This is an optimization exercise on Yosys and OpenROAD, whose aim is small area and a short achievable clock period, not a production implementation.
The RTL was checked by simulation tests, not by an equivalence proof against the original design.
Power is estimated from default activity; no workload was simulated.

== run 1 ==
Design alu_top, start of the top module:
module alu_top (
	input clk,
	input [31:0] a, b,
	input cin, binv, sel1, sel0,
	output reg [31:0] result,
	output reg co, zero, ovr);
==> flow/config.mk <==
export PLATFORM = sky130hd
export DESIGN_NAME = alu_top
export DESIGN_NICKNAME = alu_top
export VERILOG_FILES = /design/flow/design.v
export SDC_FILE = /design/flow/constraint.sdc
export NUM_CORES = 4
export LEC_CHECK = 0
export CAP_MARGIN = 20
export CORE_MARGIN = 2
export CORE_UTILIZATION = 40
export SLEW_MARGIN = 20
export SYNTH_HIERARCHICAL = 1
==> flow/constraint.sdc <==
create_clock -name core_clock -period 16.0 [get_ports {clk}]
set_input_delay 3.2000 -clock core_clock [delete_from_list [all_inputs] [get_ports {clk}]]
set_output_delay 3.2000 -clock core_clock [all_outputs]
set_load 0.01 [all_outputs]
standard.sh (not shown) runs the stock make flow with config.mk's settings and CLKGATE_MAP_FILE= SYNTH_SCRIPT=/design/flow/synth_recipe.tcl, a recipe that flattens the netlist after the stock synthesis.
==> flow/flow/run.sh <==
#!/bin/bash
# Layout flow: the standard ORFS flow (standard.sh, unchanged synthesis) with
#  - every non-sequential cell set to its smallest size right after synthesis, so that
#    the resizer sizes up only what timing needs (flow/downsize.tcl, before floorplan);
#  - port buffers buf_1 on inputs (BUFFER_PORTS_ARGS) and buf_2 on outputs
#    (flow/outbuf.tcl, right after global placement) instead of the default cell;
#  - a setup margin for the resizer's timing repair (the clock and constraints are the standard flow's).
set -euo pipefail
HERE=$(pwd)
source "$HERE/flow/settings.sh"
export PRE_FLOORPLAN_TCL="$HERE/flow/downsize.tcl"
export BUFFER_PORTS_ARGS="-inputs -buffer_cell sky130_fd_sc_hd__buf_1"
export POST_GLOBAL_PLACE_TCL="$HERE/flow/outbuf.tcl"
bash standard.sh > "$HERE/standard_flow.log" 2>&1
==> flow/flow/downsize.tcl <==
# Set every combinational cell to the smallest drive strength of its kind that the
# library offers and the platform allows; flip-flops are left as synthesis made them.
set n 0
foreach inst [[ord::get_db_block] getInsts] {
  set m [[$inst getMaster] getName]
  if {![regexp {^(sky130_fd_sc_hd__)([a-z0-9]+)_(\d+)$} $m -> pre fn sz]} { continue }
  if {[string match "df*" $fn] || [string match "conb" $fn]} { continue }
  foreach s {0 1 2} {
    if {$s >= $sz} { break }
    set cand ${pre}${fn}_$s
    if {[lsearch -exact $::env(DONT_USE_CELLS) $cand] >= 0} { continue }
    if {[get_lib_cells -quiet */$cand] eq ""} { continue }
    replace_cell [$inst getName] $cand
    incr n
    break
  }
}
puts "downsize.tcl: $n cells set to a smaller size"
==> flow/flow/outbuf.tcl <==
# Buffer every output port (the inputs were buffered just before global placement).
buffer_ports -outputs -buffer_cell sky130_fd_sc_hd__buf_2
==> flow/flow/settings.sh <==
export SETUP_SLACK_MARGIN=12.2
Run 1 reached the end of the flow, and the finished layout is clean on the timing, design-rule and antenna checks.
#### Input delta (run 2 over run 1)
==> flow/flow/run.sh <==
#!/bin/bash
# Layout flow: the standard ORFS flow (standard.sh, unchanged synthesis) with
#  - every non-sequential cell set to its smallest size right after synthesis, so that
#    the resizer sizes up only what timing needs (flow/downsize.tcl, before floorplan);
#  - port buffers buf_1 on inputs and buf_2 on outputs instead of the default cell
#    (flow/ports.tcl, before global placement; DONT_BUFFER_PORTS skips the default call);
#  - a setup margin for the resizer's timing repair (the clock and constraints are the standard flow's).
set -euo pipefail
HERE=$(pwd)
source "$HERE/flow/settings.sh"
export PRE_FLOORPLAN_TCL="$HERE/flow/downsize.tcl"
export PRE_GLOBAL_PLACE_TCL="$HERE/flow/ports.tcl"
export DONT_BUFFER_PORTS=1
bash standard.sh > "$HERE/standard_flow.log" 2>&1
==> flow/flow/ports.tcl (new file) <==
# Buffer every input and output port (as the standard flow does), with a small cell.
buffer_ports -inputs -buffer_cell sky130_fd_sc_hd__buf_1
buffer_ports -outputs -buffer_cell sky130_fd_sc_hd__buf_2
removed: flow/flow/outbuf.tcl
Run 2 completed every stage of the flow, and the final layout passed the timing, design-rule and antenna checks. Total power of run 2 is higher than that of run 1. Re clock tree buffer count of the final layout: run 2 is 2 down on run 1. Delta (run 2 minus run 1): cell count down 15%; post-route standard cell area excluding fillers down 8.9%. First-pass GRT wire length: run 2 and run 1 compared, lower one is run 2. Re non-clock buffer share of cell area: run 1 was higher than run 2. Summary of run 2 over run 1: final worst setup slack went up, total length of routed wires went down.
Modified inputs, run 3 compared to run 2
==> flow/flow/run.sh <==
#!/bin/bash
# Layout flow: the standard ORFS flow (standard.sh, unchanged synthesis) with
#  - every non-sequential cell set to its smallest size right after synthesis, so that
#    the resizer sizes up only what timing needs (flow/downsize.tcl, before floorplan);
#  - port buffers buf_1 on inputs (BUFFER_PORTS_ARGS) and buf_2 on outputs
#    (flow/outbuf.tcl, right after global placement) instead of the default cell;
#  - a setup margin for the resizer's timing repair (the clock and constraints are the standard flow's).
set -euo pipefail
HERE=$(pwd)
source "$HERE/flow/settings.sh"
export PRE_FLOORPLAN_TCL="$HERE/flow/downsize.tcl"
export BUFFER_PORTS_ARGS="-inputs -buffer_cell sky130_fd_sc_hd__buf_1"
export POST_GLOBAL_PLACE_TCL="$HERE/flow/outbuf.tcl"
bash standard.sh > "$HERE/standard_flow.log" 2>&1
==> flow/flow/outbuf.tcl (new file) <==
# Buffer every output port (the inputs were buffered just before global placement).
buffer_ports -outputs -buffer_cell sky130_fd_sc_hd__buf_2
==> flow/flow/settings.sh <==
export SETUP_SLACK_MARGIN=11.8
removed: flow/flow/ports.tcl
==> results.txt <==
The final layouts of run 3 and run 2 pass the timing, design-rule and antenna checks. Summary of run 3 over run 2: utilization of the core after routing now larger; fmax down 6.6 MHz; post-layout instance count excluding filler cells higher; non-clock buffer count in the final layout +101. Relative to run 2, worst setup slack decreased by 0.11 ns in run 3. Sort run 3 and run 2 by total power asc -> top: run 3. Run 3 vs run 2: cell area up in run 3. Between run 2 and run 3, final critical-path share of the clock period increased. Against run 2, hold slack in run 3 came out better. Relative to run 2, routed wire length has gone up in run 3.

## separate check: timing with driven ports
In the flow no input, the clock included, has a driving cell. The finished layouts below were timed again as built, in two steps.
Step 1, drivers: a clkbuf_16 drives clk and a buf_2 each remaining input, both assumed.
Step 2, shift: input delay + t, output delay - t, t = (earliest + latest rising clock arrival at the registers) / 2. This alone moves slack from input paths to output paths.
Slacks: no drivers / after step 1 / after step 2; pairs: no drivers / after step 1.
run | t, ns | setup slack, ns | worst hold slack (ns)
run 1 | 0.385 | 11.983 / 11.952 / 12.337 | 0.636 / 0.636 / 0.636
run 2 | 0.401 | 12.047 / 12.015 / 12.388 | 0.626 / 0.626 / 0.626
run 3 | 0.386 | 11.941 / 11.910 / 12.197 | 0.631 / 0.631 / 0.631
After both steps setup and hold are still met in every run listed.
